Background: an optimization exercise with open tools, aiming at small area and a short achievable clock period. Do not read the settings as production practice.
Where RTL was checked, it was by simulation tests only, not by an equivalence proof against the original.
Power is estimated from default activity; no workload was simulated.

==> flow/design.v <==
`timescale 1ns / 1ps
module pcpu(
    input clock,
    input enable,
    input reset,
    input start,
    input [15:0] i_datain,
    input [15:0] d_datain,
    output [7:0] i_addr,
    output [7:0] d_addr,
    output d_we,
    output [15:0] d_dataout
    );
    reg state;
    wire run = (state == 1'b1);
    reg w_halt;
    always @(posedge clock)
        if (reset)
            state <= 1'b0;
        else if (!run)
            state <= enable & start;
        else
            state <= enable & ~w_halt;
    reg [15:0] gr[0:7];
    reg [15:0] wdata;
    reg w_we;
    reg [2:0] w_dst;
    genvar g;
    generate
        for (g = 0; g < 8; g = g + 1) begin : rf
            always @(posedge clock)
                if (reset | (run & w_we & (w_dst == g)))
                    gr[g] <= wdata;
        end
    endgenerate
    reg [7:0] pc;
    reg [4:0] id_op;
    reg [10:0] id_f;
    reg [15:0] mem_c;
    wire taken;
    always @(posedge clock or posedge reset)
        if (reset) begin
            pc <= 8'b0;
            id_op <= 5'b0_0000;
        end else if (run) begin
            pc <= taken ? mem_c[7:0] : pc + 8'd1;
            id_op <= i_datain[15:11];
        end
    wire [4:0] f_op = i_datain[15:11];
    wire f_r1 = (f_op == 5'b1_0000) | (f_op == 5'b1_0011) | (f_op == 5'b0_1001) | (f_op == 5'b0_1011)
              | (f_op == 5'b1_1001) | (f_op[4:3] == 2'b11 && f_op[2:1] != 2'b00);
    wire f_store = (f_op == 5'b0_0011);
    reg [2:0] id_sa, id_sq;
    always @(posedge clock)
        if (run) begin
            id_f <= i_datain[10:0];
            id_sa <= f_r1 ? i_datain[10:8] : i_datain[6:4];
            id_sq <= f_store ? i_datain[10:8] : i_datain[2:0];
        end
    wire [4:0] op = id_op;
    wire [2:0] r1 = id_f[10:8];
    wire [7:0] imm = id_f[7:0];
    wire d_jump  = (op == 5'b1_1000);
    wire d_store = (op == 5'b0_0011);
    wire d_load  = (op == 5'b0_0010);
    wire d_shl   = (op == 5'b0_0100) | (op == 5'b0_0101);
    wire d_shr   = (op == 5'b0_0110) | (op == 5'b0_0111);
    wire d_and   = (op == 5'b0_1101);
    wire d_or    = (op == 5'b0_1110);
    wire d_xor   = (op == 5'b0_1111);
    wire d_subc  = (op == 5'b1_0010);
    wire d_addc  = (op == 5'b1_0001);
    wire d_sub   = (op == 5'b0_1010) | (op == 5'b0_1011) | (op == 5'b0_1100) | (op == 5'b1_0011);
    wire d_r3    = (op == 5'b0_1000) | (op == 5'b1_0001) | (op == 5'b0_1010) | (op == 5'b1_0010)
                 | (op == 5'b0_1100) | (op == 5'b0_1101) | (op == 5'b0_1110) | (op == 5'b0_1111);
    wire d_hi    = (op == 5'b1_0000) | (op == 5'b1_0011);
    wire d_v3    = d_load | d_store | d_shl | d_shr;
    wire d_fl    = d_shl | d_shr | d_and | d_or | d_xor | d_sub | d_subc | d_addc
                 | (op == 5'b0_1000) | (op == 5'b0_1001) | (op == 5'b1_0000);
    wire d_wr    = d_fl & (op != 5'b0_1100) | d_load;
    wire d_br    = (op[4:3] == 2'b11);
    wire d_halt  = (op == 5'b0_0001);
    wire [15:0] port_a = gr[id_sa];
    wire [15:0] port_q = gr[id_sq];
    wire [15:0] rev_a;
    genvar k;
    generate
        for (k = 0; k < 16; k = k + 1) begin : rv
            assign rev_a[k] = port_a[15 - k];
        end
    endgenerate
    wire [15:0] a_next;
    assign a_next[15:8] = d_shl ? rev_a[15:8] : d_store ? port_q[7:0] : port_a[15:8];
    assign a_next[7:0]  = d_jump ? 8'b0 : d_shl ? rev_a[7:0] : port_a[7:0];
    wire [15:0] b_val;
    assign b_val[3:0]  = d_r3 ? port_q[3:0] : d_hi ? 4'b0 : imm[3:0];
    assign b_val[7:4]  = d_r3 ? port_q[7:4] : (d_hi | d_v3) ? 4'b0 : imm[7:4];
    assign b_val[15:8] = (d_r3 | d_store) ? port_q[15:8] : d_hi ? imm : 8'b0;
    wire d_neg = d_sub | d_subc;
    reg [15:0] ex_a, ex_b;
    reg ex_and, ex_or, ex_xor, ex_shl, ex_shr, ex_ca, ex_cb;
    reg ex_ld;
    reg [2:0] ex_dst;
    reg ex_fl, ex_st, ex_br, ex_halt, ex_we;
    always @(posedge clock)
        if (run) begin
            ex_a <= a_next;
            ex_b <= d_neg ? ~b_val : b_val;
            ex_and <= d_and;
            ex_or <= d_or;
            ex_xor <= d_xor;
            ex_shl <= d_shl;
            ex_shr <= d_shr;
            ex_ca <= d_addc | d_subc;
            ex_cb <= d_neg;
            ex_ld <= d_load;
            ex_dst <= d_br ? op[2:0] : r1;
        end
    always @(posedge clock or posedge reset)
        if (reset) begin
            ex_fl <= 1'b0;
            ex_st <= 1'b0;
            ex_br <= 1'b0;
            ex_halt <= 1'b0;
            ex_we <= 1'b0;
        end else if (run) begin
            ex_fl <= d_fl;
            ex_st <= d_store;
            ex_br <= d_br;
            ex_halt <= d_halt;
            ex_we <= d_wr;
        end
    reg zf, nf, cf;
    wire ex_add = ~(ex_and | ex_or | ex_xor | ex_shl | ex_shr);
    wire cin = ex_ca ? (cf ^ ex_cb) : ex_cb;
    wire [17:0] sum18 = {1'b0, ex_a, 1'b1} + {1'b0, ex_b, cin};
    wire [15:0] sum = sum18[16:1];
    wire cout = sum18[17];
    wire [16:0] sh = {ex_a, cf} >> ex_b[3:0];
    reg [15:0] alu;
    integer j;
    always @(*)
        for (j = 0; j < 16; j = j + 1)
            alu[j] = (ex_add & sum[j])
                   | (ex_and & (ex_a[j] & ex_b[j]))
                   | (ex_or  & (ex_a[j] | ex_b[j]))
                   | (ex_xor & (ex_a[j] ^ ex_b[j]))
                   | (ex_shl & sh[16 - j])
                   | (ex_shr & sh[j + 1]);
    wire cf_next = (ex_add & (cout ^ ex_cb)) | ((ex_shl | ex_shr) & sh[0]);
    reg [7:0] smdr1;
    reg m_ld;
    reg [2:0] m_dst;
    reg dw, m_fl, m_br, m_halt, m_we;
    always @(posedge clock)
        if (run) begin
            mem_c[7:0] <= alu[7:0];
            mem_c[15:8] <= ex_st ? ex_b[15:8] : alu[15:8];
            smdr1 <= ex_a[15:8];
            m_ld <= ex_ld;
            m_dst <= ex_dst;
        end
    always @(posedge clock or posedge reset)
        if (reset) begin
            cf <= 1'b0;
            dw <= 1'b0;
            m_fl <= 1'b0;
            m_br <= 1'b0;
            m_halt <= 1'b0;
            m_we <= 1'b0;
        end else if (run) begin
            if (ex_fl)
                cf <= cf_next;
            dw <= ex_st;
            m_fl <= ex_fl;
            m_br <= ex_br;
            m_halt <= ex_halt;
            m_we <= ex_we;
        end
    wire flag = m_dst[2] ? (m_dst[1] ? cf : nf) : zf;
    assign taken = m_br & ((m_dst[2:1] == 2'b00) | (flag ^ m_dst[0]));
    assign i_addr = pc;
    assign d_addr = mem_c[7:0];
    assign d_we = dw;
    assign d_dataout = {mem_c[15:8], smdr1};
    always @(posedge clock or posedge reset)
        if (reset) begin
            zf <= 1'b0;
            nf <= 1'b0;
            wdata <= 16'b0;
            w_halt <= 1'b0;
            w_we <= 1'b0;
        end else if (run) begin
            if (m_fl) begin
                zf <= (mem_c == 16'b0);
                nf <= mem_c[15];
            end
            wdata <= m_ld ? d_datain : mem_c;
            w_halt <= m_halt;
            w_we <= m_we;
        end
    always @(posedge clock)
        if (run)
            w_dst <= m_dst;
endmodule
export LEC_CHECK = 0
export ABC_AREA = 1
export CAP_MARGIN = 0
export CORE_MARGIN = 2
export CORE_UTILIZATION = 40
export CTS_CLUSTER_DIAMETER = 100
export CTS_CLUSTER_SIZE = 20
export SETUP_SLACK_MARGIN = 2.7
export SLEW_MARGIN = 0
create_clock -name core_clock -period 5.0 [get_ports {clock}]
standard.sh (not shown) runs the stock make flow with config.mk's settings and CLKGATE_MAP_FILE= SYNTH_SCRIPT=/design/flow/synth_recipe.tcl, a recipe that flattens the netlist after the stock synthesis.
==> flow/flow/run.sh <==
#!/bin/bash
# The standard layout, with the port buffers made of buf_2 cells instead of the
# resizer's default pick; each tool's output is in flow.log here.
set -euo pipefail
bash standard.sh BUFFER_PORTS_ARGS="-buffer_cell sky130_fd_sc_hd__buf_2" finish > flow.log 2>&1
Edit:
--- a/flow/design.v
+++ b/flow/design.v
@@ -77,9 +77,10 @@
     wire d_v3    = d_load | d_store | d_shl | d_shr;
     wire d_fl    = d_shl | d_shr | d_and | d_or | d_xor | d_sub | d_subc | d_addc
                  | (op == 5'b0_1000) | (op == 5'b0_1001) | (op == 5'b1_0000);
-    wire d_wr    = d_fl & (op != 5'b0_1100) | d_load;
     wire d_br    = (op[4:3] == 2'b11);
     wire d_halt  = (op == 5'b0_0001);
+    wire [2:0] d_kind = d_load ? 3'd3 : d_store ? 3'd4 : d_br ? 3'd5 : d_halt ? 3'd6
+                      : (op == 5'b0_1100) ? 3'd2 : d_fl ? 3'd1 : 3'd0;
     wire [15:0] port_a = gr[id_sa];
     wire [15:0] port_q = gr[id_sq];
     wire [15:0] rev_a;
@@ -99,9 +100,8 @@
     wire d_neg = d_sub | d_subc;
     reg [15:0] ex_a, ex_b;
     reg ex_and, ex_or, ex_xor, ex_shl, ex_shr, ex_ca, ex_cb;
-    reg ex_ld;
     reg [2:0] ex_dst;
-    reg ex_fl, ex_st, ex_br, ex_halt, ex_we;
+    reg [2:0] ex_k;
     always @(posedge clock)
         if (run) begin
             ex_a <= a_next;
@@ -113,24 +113,17 @@
             ex_shr <= d_shr;
             ex_ca <= d_addc | d_subc;
             ex_cb <= d_neg;
-            ex_ld <= d_load;
             ex_dst <= d_br ? op[2:0] : r1;
         end
     always @(posedge clock or posedge reset)
         if (reset) begin
-            ex_fl <= 1'b0;
-            ex_st <= 1'b0;
-            ex_br <= 1'b0;
-            ex_halt <= 1'b0;
-            ex_we <= 1'b0;
+            ex_k <= 3'd0;
         end else if (run) begin
-            ex_fl <= d_fl;
-            ex_st <= d_store;
-            ex_br <= d_br;
-            ex_halt <= d_halt;
-            ex_we <= d_wr;
+            ex_k <= d_kind;
         end
     reg zf, nf, cf;
+    wire ex_fl = (ex_k == 3'd1) | (ex_k == 3'd2);
+    wire ex_st = (ex_k == 3'd4);
     wire ex_add = ~(ex_and | ex_or | ex_xor | ex_shl | ex_shr);
     wire cin = ex_ca ? (cf ^ ex_cb) : ex_cb;
     wire [17:0] sum18 = {1'b0, ex_a, 1'b1} + {1'b0, ex_b, cin};
@@ -149,34 +142,32 @@
                    | (ex_shr & sh[j + 1]);
     wire cf_next = (ex_add & (cout ^ ex_cb)) | ((ex_shl | ex_shr) & sh[0]);
     reg [7:0] smdr1;
-    reg m_ld;
     reg [2:0] m_dst;
-    reg dw, m_fl, m_br, m_halt, m_we;
+    reg dw;
+    reg [2:0] m_k;
     always @(posedge clock)
         if (run) begin
             mem_c[7:0] <= alu[7:0];
             mem_c[15:8] <= ex_st ? ex_b[15:8] : alu[15:8];
             smdr1 <= ex_a[15:8];
-            m_ld <= ex_ld;
             m_dst <= ex_dst;
         end
     always @(posedge clock or posedge reset)
         if (reset) begin
             cf <= 1'b0;
             dw <= 1'b0;
-            m_fl <= 1'b0;
-            m_br <= 1'b0;
-            m_halt <= 1'b0;
-            m_we <= 1'b0;
+            m_k <= 3'd0;
         end else if (run) begin
             if (ex_fl)
                 cf <= cf_next;
             dw <= ex_st;
-            m_fl <= ex_fl;
-            m_br <= ex_br;
-            m_halt <= ex_halt;
-            m_we <= ex_we;
+            m_k <= ex_k;
         end
+    wire m_fl = (m_k == 3'd1) | (m_k == 3'd2);
+    wire m_we = (m_k == 3'd1) | (m_k == 3'd3);
+    wire m_ld = (m_k == 3'd3);
+    wire m_br = (m_k == 3'd5);
+    wire m_halt = (m_k == 3'd6);
     wire flag = m_dst[2] ? (m_dst[1] ? cf : nf) : zf;
     assign taken = m_br & ((m_dst[2:1] == 2'b00) | (flag ^ m_dst[0]));
     assign i_addr = pc;
Effect: Non-clock buffer count goes down by 19. Core utilization goes down by 0.60 points. Die area hardly moves. Clock power is about the same. Hold slack gets better by 0.0075 ns. Design area goes down slightly.
For the second run of this note, only the layout was checked, not whether the RTL still works.

==> what the ideal ports hide <==
How much do the figures lean on ideal ports? The routed layouts below were timed once more, with nothing changed but the port constraints.
Step 1 (the two cells are an assumption about what drives the block):
set clk [get_ports {clock}]
set_driving_cell -lib_cell sky130_fd_sc_hd__clkbuf_16 $clk
set_driving_cell -lib_cell sky130_fd_sc_hd__buf_2 [delete_from_list [all_inputs] $clk]
Step 2 adds t to the input delays and takes it off the output delays; t is the mean of the earliest and latest rising clock arrival at the registers after step 1. Input paths then give back, and output paths get back, about the clock's delay inside the block.
Three values: ideal ports, drivers, drivers and shift; two values: the first two.
run | shift t [ns] | setup WS [ns] | worst slew at a driven data input, ns
the first run | 0.568 | 2.740 / 2.694 / 2.676 | 0.03
the second run | 0.561 | 2.749 / 2.704 / 2.451 | 0.05
After both steps setup and hold are still met in every run listed. For the second run, which loses most, drivers alone change the setup slack by -0.045 ns; drivers and shift together by -0.298 ns.
